Source: an optimization exercise on an open RTL-to-GDS flow (aim: small area, a short achievable clock period and few clock cycles per item). Production flows keep margins and buffers that such runs may drop. The RTL was checked by simulation tests, not by an equivalence proof against the original design.

==> flow/design.v <==
`default_nettype none
`default_nettype wire
`default_nettype none
`default_nettype wire
`default_nettype none
module pipelined_div_radix2 #(
		parameter COMB_BUSY = 0
	)(
		input wire iCLOCK,
		input wire inRESET,
		input wire iREMOVE,
		output wire oSOURCE_BUSY,
		input wire iSOURCE_VALID,
		input wire iSOURCE_SIGN,
		input wire [31:0] iSOURCE_DIVIDEND,
		input wire [31:0] iSOURCE_DIVISOR,
		input wire iOUT_BUSY,
		output wire oOUT_VALID,
		output wire [31:0] oOUT_DATA_Q,
		output wire [31:0] oOUT_DATA_R
	);
	localparam [2:0] PH_FIRST = 3'd0;
	localparam [2:0] PH_ITER  = 3'd1;
	localparam [2:0] PH_NEG1  = 3'd2;
	localparam [2:0] PH_NEG2  = 3'd3;
	localparam [2:0] PH_PSUB  = 3'd4;
	localparam [2:0] PH_ZERO  = 3'd5;
	reg b_run;
	reg b_valid;
	reg [2:0] b_ph;
	reg b_post;			 
	reg b_an;			 
	reg b_bn;			 
	reg b_cin;			 
	reg [5:0] b_sa;		 
	reg [5:0] b_cnt;	 
	reg [31:0] b_r;		 
	reg [31:0] b_y;		 
	reg [31:0] b_q;		 
	wire accept = iSOURCE_VALID && !oSOURCE_BUSY && !iREMOVE;
	wire src_an = iSOURCE_SIGN && iSOURCE_DIVIDEND[31];
	wire src_bn = iSOURCE_SIGN && iSOURCE_DIVISOR[31];
	function [5:0] func_clz;
		input [31:0] v;
		integer i;
		begin
			func_clz = 6'd32;
			for(i = 0; i < 32; i = i + 1)begin
				if(v[i])begin
					func_clz = 6'd31 - i[5:0];
				end
			end
		end
	endfunction
	wire qn = b_an ^ b_bn;
	wire [5:0] first_d = b_cnt - b_sa;
	wire first_skip = first_d[5];
	wire [4:0] first_j = first_d[4:0];
	wire first_bz = (b_cnt == 6'd32) && !b_bn;
	wire ph_first = (b_ph == PH_FIRST);
	wire ph_iter = (b_ph == PH_ITER);
	wire amt_zero = qn && (ph_first || (b_ph == PH_NEG2));
	wire [4:0] sh_amt = amt_zero? 5'd0 : (ph_first? first_j : b_cnt[4:0]);
	wire [31:0] sh_y = (b_q << sh_amt) ^ {32{!b_bn}};
	wire [32:0] add_s = {1'b0, b_r} + {1'b0, b_y} + {32'd0, b_cin};
	wire step_ok = add_s[32];
	wire last_iter = (b_cnt == 6'd0);
	reg fin;
	always@* begin
		case(b_ph)
			PH_FIRST : fin = first_bz || first_skip;
			PH_ITER  : fin = last_iter && !b_an;
			PH_NEG2  : fin = b_post;
			PH_ZERO  : fin = !b_an;
			default  : fin = 1'b0;
		endcase
	end
	generate
		if(COMB_BUSY)begin : GEN_COMB_BUSY
			assign oSOURCE_BUSY = b_run || (b_valid && iOUT_BUSY);
		end
		else begin : GEN_REG_BUSY
			assign oSOURCE_BUSY = b_run || b_valid;
		end
	endgenerate
	always@(posedge iCLOCK or negedge inRESET)begin
		if(!inRESET)begin
			b_run <= 1'b0;
			b_valid <= 1'b0;
		end
		else if(iREMOVE)begin
			b_run <= 1'b0;
			b_valid <= 1'b0;
		end
		else if(accept)begin
			b_run <= 1'b1;
			b_valid <= 1'b0;
		end
		else if(b_run)begin
			if(fin)begin
				b_run <= 1'b0;
				b_valid <= 1'b1;
			end
		end
		else if(!iOUT_BUSY)begin
			b_valid <= 1'b0;
		end
	end
	always@(posedge iCLOCK)begin
		b_sa <= func_clz(iSOURCE_DIVIDEND);
		case(b_ph)
			PH_FIRST : b_y <= b_an? ~b_r : sh_y;
			PH_NEG1  : b_y <= ~b_r;
			PH_ITER  : b_y <= {1'b1, b_y[31:1]};
			default  : b_y <= sh_y;
		endcase
	end
	always@(posedge iCLOCK)begin
		if(accept)begin
			b_ph <= PH_FIRST;
			b_post <= 1'b0;
			b_an <= src_an;
			b_bn <= src_bn;
			b_cnt <= func_clz((iSOURCE_DIVISOR ^ {32{src_bn}}) | {31'd0, src_bn});
			b_r <= iSOURCE_DIVIDEND;
			b_q <= iSOURCE_DIVISOR;
		end
		else if(b_run)begin
			case(b_ph)
				PH_FIRST : begin
					b_cnt <= {1'b0, first_j};
					b_cin <= !b_bn;
					if(first_bz)begin
						b_q <= {{31{!b_an}}, 1'b1};
					end
					else if(first_skip)begin
						b_q <= 32'd0;
					end
					else if(b_an)begin
						b_cin <= 1'b1;
						b_r <= 32'd0;
						b_ph <= PH_NEG2;
					end
					else if(qn)begin
						b_ph <= PH_PSUB;
					end
					else begin
						b_q <= 32'd0;
						b_ph <= PH_ITER;
					end
				end
				PH_NEG1 : begin
					b_cin <= 1'b1;
					b_r <= 32'd0;
					b_ph <= PH_NEG2;
				end
				PH_NEG2 : begin
					b_r <= add_s[31:0];
					b_cin <= !b_bn;
					if(b_post)begin
						b_ph <= PH_NEG2;
					end
					else if(qn)begin
						b_ph <= PH_PSUB;
					end
					else begin
						b_q <= 32'd0;
						b_ph <= PH_ITER;
					end
				end
				PH_PSUB : begin
					b_q <= 32'hFFFFFFFF;
					if(step_ok)begin
						b_r <= add_s[31:0];
						b_ph <= PH_ITER;
					end
					else begin
						b_ph <= PH_ZERO;
					end
				end
				PH_ZERO : begin
					b_q <= 32'd0;
					b_post <= 1'b1;
					b_ph <= PH_NEG1;
				end
				default : begin
					b_cnt <= b_cnt - 6'd1;
					b_q <= {b_q[30:0], step_ok ^ qn};
					if(step_ok)begin
						b_r <= add_s[31:0];
					end
					if(last_iter)begin
						b_post <= 1'b1;
						b_ph <= PH_NEG1;
					end
				end
			endcase
		end
	end
	assign oOUT_VALID = b_valid;
	assign oOUT_DATA_Q = b_q;
	assign oOUT_DATA_R = b_r;
endmodule
`default_nettype wire
export LEC_CHECK = 0
export CAP_MARGIN = 20
export CORE_MARGIN = 2
export CORE_UTILIZATION = 60
export CTS_BUF_LIST = sky130_fd_sc_hd__clkbuf_4 sky130_fd_sc_hd__clkbuf_8
export SLEW_MARGIN = 20
create_clock -name core_clock -period 10.0 [get_ports {iCLOCK}]
standard.sh (not shown) runs the stock make flow with config.mk's settings and CLKGATE_MAP_FILE= SYNTH_SCRIPT=/design/flow/synth_recipe.tcl, a recipe that flattens the netlist after the stock synthesis.
==> flow/flow/run.sh <==
#!/bin/bash
cp standard.sh standard_sh.txt
export SETUP_SLACK_MARGIN=6.4
# Port buffers: the smallest buffer (resizing still upsizes where needed)
export BUFFER_PORTS_ARGS="-buffer_cell sky130_fd_sc_hd__buf_1"
bash standard.sh > standard.log 2>&1
Testbench counts at the start, summed over its fixed seeds: cycles 33,050, items 2,048.
Then changed:
--- a/flow/flow/run.sh
+++ b/flow/flow/run.sh
@@ -3 +3 @@
-export SETUP_SLACK_MARGIN=6.4
+export SETUP_SLACK_MARGIN=6.2
Settings changed: CORE_UTILIZATION 60 to 40.
=> The new run went through all stages and came out clean. Worst setup slack is worse by 0.20 ns. Hold slack gets better by 0.0056 ns. Global-route usage drops by 10 points. Core utilization falls by 24 points.
Then changed:
--- a/flow/flow/run.sh
+++ b/flow/flow/run.sh
@@ -3 +3 @@
-export SETUP_SLACK_MARGIN=6.2
+export SETUP_SLACK_MARGIN=6.4
Settings changed: GPL_ROUTABILITY_DRIVEN set to 0, GPL_TIMING_DRIVEN set to 0.
After rerunning: Via count came out higher by about 4.3%. Synthesized area is unchanged. Utilization went up by 2.2 points. Design area rose by about 5%.
Then changed:
Settings changed: CTS_CLUSTER_DIAMETER set to 100, CTS_CLUSTER_SIZE set to 40, GPL_ROUTABILITY_DRIVEN 0 to not set, GPL_TIMING_DRIVEN 0 to not set.
After rerunning: Global-route usage went down by 1.8 points; cell count went down by 2.7%; clock skew is about the same; first-iteration DRC count went down by 22%; worst setup slack gains 0.041 ns; via count went down by 4.3%; fmax went up by 1.2%; utilization went down by 1.2 points; critical path depth is unchanged.
Then changed:
==> flow/flow/run.sh (replaced) <==
#!/bin/bash
cp standard.sh standard_sh.txt
export SETUP_SLACK_MARGIN=6.4
bash standard.sh > standard.log 2>&1
Settings changed: CTS_BUF_LIST sky130_fd_sc_hd__clkbuf_4 sky130_fd_sc_hd__clkbuf_8 to not set, CTS_CLUSTER_DIAMETER 100 to not set, CTS_CLUSTER_SIZE 40 to not set.
Via count came out higher by 1.1%.
Register-to-register slack gains 0.02 ns.
Cell count came out higher by 0.78%.
Setup slack gains 0.021 ns.
Area after synthesis is unchanged.
Synthesized cell count is unchanged.
Then changed:
--- a/flow/flow/run.sh
+++ b/flow/flow/run.sh
@@ -3,0 +4,2 @@
+# Port buffers: the smallest buffer (resizing still upsizes where needed)
+export BUFFER_PORTS_ARGS="-buffer_cell sky130_fd_sc_hd__buf_1"
Settings changed: CTS_BUF_LIST set to sky130_fd_sc_hd__clkbuf_4 sky130_fd_sc_hd__clkbuf_8, TNS_END_PERCENT set to 10.
Outcome:
- clock skew rose by 0.0081 ns
- final area fell by 9.7%
- synthesized cell count stays the same

run 1:
Starts from the design.v that is shown in full above.
Settings: LEC_CHECK=0, CAP_MARGIN=20, CORE_MARGIN=2, CORE_UTILIZATION=40, CTS_BUF_LIST=sky130_fd_sc_hd__clkbuf_4 sky130_fd_sc_hd__clkbuf_8, SLEW_MARGIN=20, TNS_END_PERCENT=50; clock period 10.0 ns.
==> flow/flow/run.sh <==
#!/bin/bash
cp standard.sh standard_sh.txt
export SETUP_SLACK_MARGIN=6.4
# Port buffers: the smallest buffer (resizing still upsizes where needed)
export BUFFER_PORTS_ARGS="-buffer_cell sky130_fd_sc_hd__buf_1"
bash standard.sh > standard.log 2>&1
Testbench counts of run 1, summed over its fixed seeds: cycles 33,050, items 2,048.
Edits applied to the flow inputs when going from run 1 to run 2:
Settings: TNS_END_PERCENT removed (was 50); CTS_BUF_LIST removed (was sky130_fd_sc_hd__clkbuf_4 sky130_fd_sc_hd__clkbuf_8).
==> summary.txt <==
- Between run 1 and run 2, the sequential cell area share does not differ in any meaningful way.
- Delta(first-pass GRT wire length, run 2 - run 1) > 0
- Number of synthesized flops with an enable pin: run 2 vs run 1 identical
## Diff of input files: run 3 against run 2
Settings: PLACE_DENSITY now 0.75, previously not set; CTS_BUF_LIST now sky130_fd_sc_hd__clkbuf_4 sky130_fd_sc_hd__clkbuf_8, previously not set.
Results
Detail-routed net length per standard cell (lower): run 3. Run 3 vs run 2: count of non-CTS buffers in the layout up by a few percent. Run 3 and run 2 ended up with roughly the same global routing usage on met1. Going from run 2 to run 3, post-detailed-route via-to-cell ratio grew by a few percent. Status: routed wire length parity (run 2, run 3). Run 2 → run 3: part of the cycle the worst path needs comparable. Changes observed in run 3 relative to run 2: utilization saw little to no change, setup slack saw an increase, compound-gate portion of the synthesized area saw little to no change, first-pass GRT wire length saw a decrease.
[inputs] run 4 vs run 3
Settings: PLACE_DENSITY removed (was 0.75).
==> flow/flow/run.sh <==
#!/bin/bash
cp standard.sh standard_sh.txt
export SETUP_SLACK_MARGIN=6.6
# Port buffers: the smallest buffer (resizing still upsizes where needed)
export BUFFER_PORTS_ARGS="-buffer_cell sky130_fd_sc_hd__buf_1"
bash standard.sh > standard.log 2>&1
[summary]
[compare] base=run 3 new=run 4: logic depth of the worst path, buffers included grew by 2, worst slew margin relative to its limit has increased, max-capacitance violation count saw little to no change.
The inputs of run 5 differ from those of run 4 as listed below.
Settings: CTS_BUF_LIST no longer set, was sky130_fd_sc_hd__clkbuf_4 sky130_fd_sc_hd__clkbuf_8.
==> flow/flow/run.sh <==
#!/bin/bash
cp standard.sh standard_sh.txt
export SETUP_SLACK_MARGIN=6.6
bash standard.sh > standard.log 2>&1
- Wire: run 5 routes more than run 4
- Run 5 vs run 4 on fraction of layout instances using a drive strength above 1: run 5 is the higher one.
- Compared with run 4, placement density in the core of run 5 is higher.
- Diff run 4 -> run 5: post-route minimum period rose 0.061 ns, summed area of non-filler cells in the final layout moved up.
- Run 5 vs. run 4: setup slack of the most critical reg-to-reg path lost 0.06 ns; via count now larger.
- Compared with run 4, run 5 shows fmax that has gone down slightly.
- Clock insertion delay at the later pin of the skew report: run 5 lower than run 4
> inputs changed (run 5 -> run 6)
Settings: setting CTS_BUF_LIST to sky130_fd_sc_hd__clkbuf_4 sky130_fd_sc_hd__clkbuf_8 for the first time.
==> flow/flow/run.sh <==
#!/bin/bash
cp standard.sh standard_sh.txt
export SETUP_SLACK_MARGIN=6.4
# Port buffers: the smallest buffer (resizing still upsizes where needed)
export BUFFER_PORTS_ARGS="-buffer_cell sky130_fd_sc_hd__buf_1"
bash standard.sh > standard.log 2>&1
--- outcome ---
- Vias after detailed routing came out lower on run 6 than on run 5.
- sky130_fd_sc_hd__buf_1 as the leading cell type in the layout, fill and taps excluded was reported by run 6, and sky130_fd_sc_hd__a21oi_1 by run 5.
- On run 6: final design instance area without fill is about 18% lower than what run 5 gave.

what the ideal ports hide:
The results above use ideal ports. As a check the final layouts listed here were re-extracted and re-timed, cells and wires unchanged.
Step 1 sets driving cells, clkbuf_16 on the clock port and buf_2 on the other inputs (assumed; they add their load-dependent delay and slew).
Step 2 times the ports against the registers' clock, not the clock port: input delays grow and output delays shrink by t, the midpoint of the rising clock arrivals with the driver on.
a / b / c = ideal ports / drivers / drivers and shift; a / b = the first two.
| run | shift t [ns] | slack for setup (ns) | worst setup path after step 2 | worst register clock-pin slew, ns | pins driven straight from the clock port |
|---|---|---|---|---|---|
| the first run of note 1 | 0.500 | 6.396 / 6.417 / 5.917 | input to register | 0.09 / 0.09 | 1 |
| the second run of note 1 | 0.502 | 6.193 / 6.217 / 5.714 | input to register | 0.09 / 0.09 | 1 |
| the third run of note 1 | 0.507 | 6.361 / 6.361 / 5.964 | input to register | 0.09 / 0.09 | 1 |
| the fourth run of note 1 | 0.502 | 6.402 / 6.402 / 6.025 | input to register | 0.09 / 0.09 | 1 |
| the fifth run of note 1 | 0.473 | 6.423 / 6.406 / 5.977 | input to register | 0.06 / 0.06 | 1 |
| the sixth run of note 1 | 0.506 | 6.361 / 6.370 / 5.876 | input to register | 0.09 / 0.09 | 1 |
| run 1 | 0.512 | 6.320 / 6.320 / 5.886 | input to register | 0.09 / 0.09 | 1 |
| run 2 | 0.472 | 6.423 / 6.423 / 6.034 | input to register | 0.06 / 0.06 | 1 |
| run 3 | 0.499 | 6.436 / 6.436 / 5.965 | input to register | 0.09 / 0.09 | 1 |
| run 4 | 0.504 | 6.432 / 6.432 / 6.115 | input to register | 0.09 / 0.09 | 1 |
| run 5 | 0.473 | 6.371 / 6.371 / 6.186 | input to register | 0.06 / 0.06 | 1 |
| run 6 | 0.502 | 6.402 / 6.402 / 6.025 | input to register | 0.09 / 0.09 | 1 |
After both steps setup and hold are still met in every run listed. The setup slack of the sixth run of note 1, which loses most, moves by +0.009 ns with the drivers and by -0.485 ns with both steps.
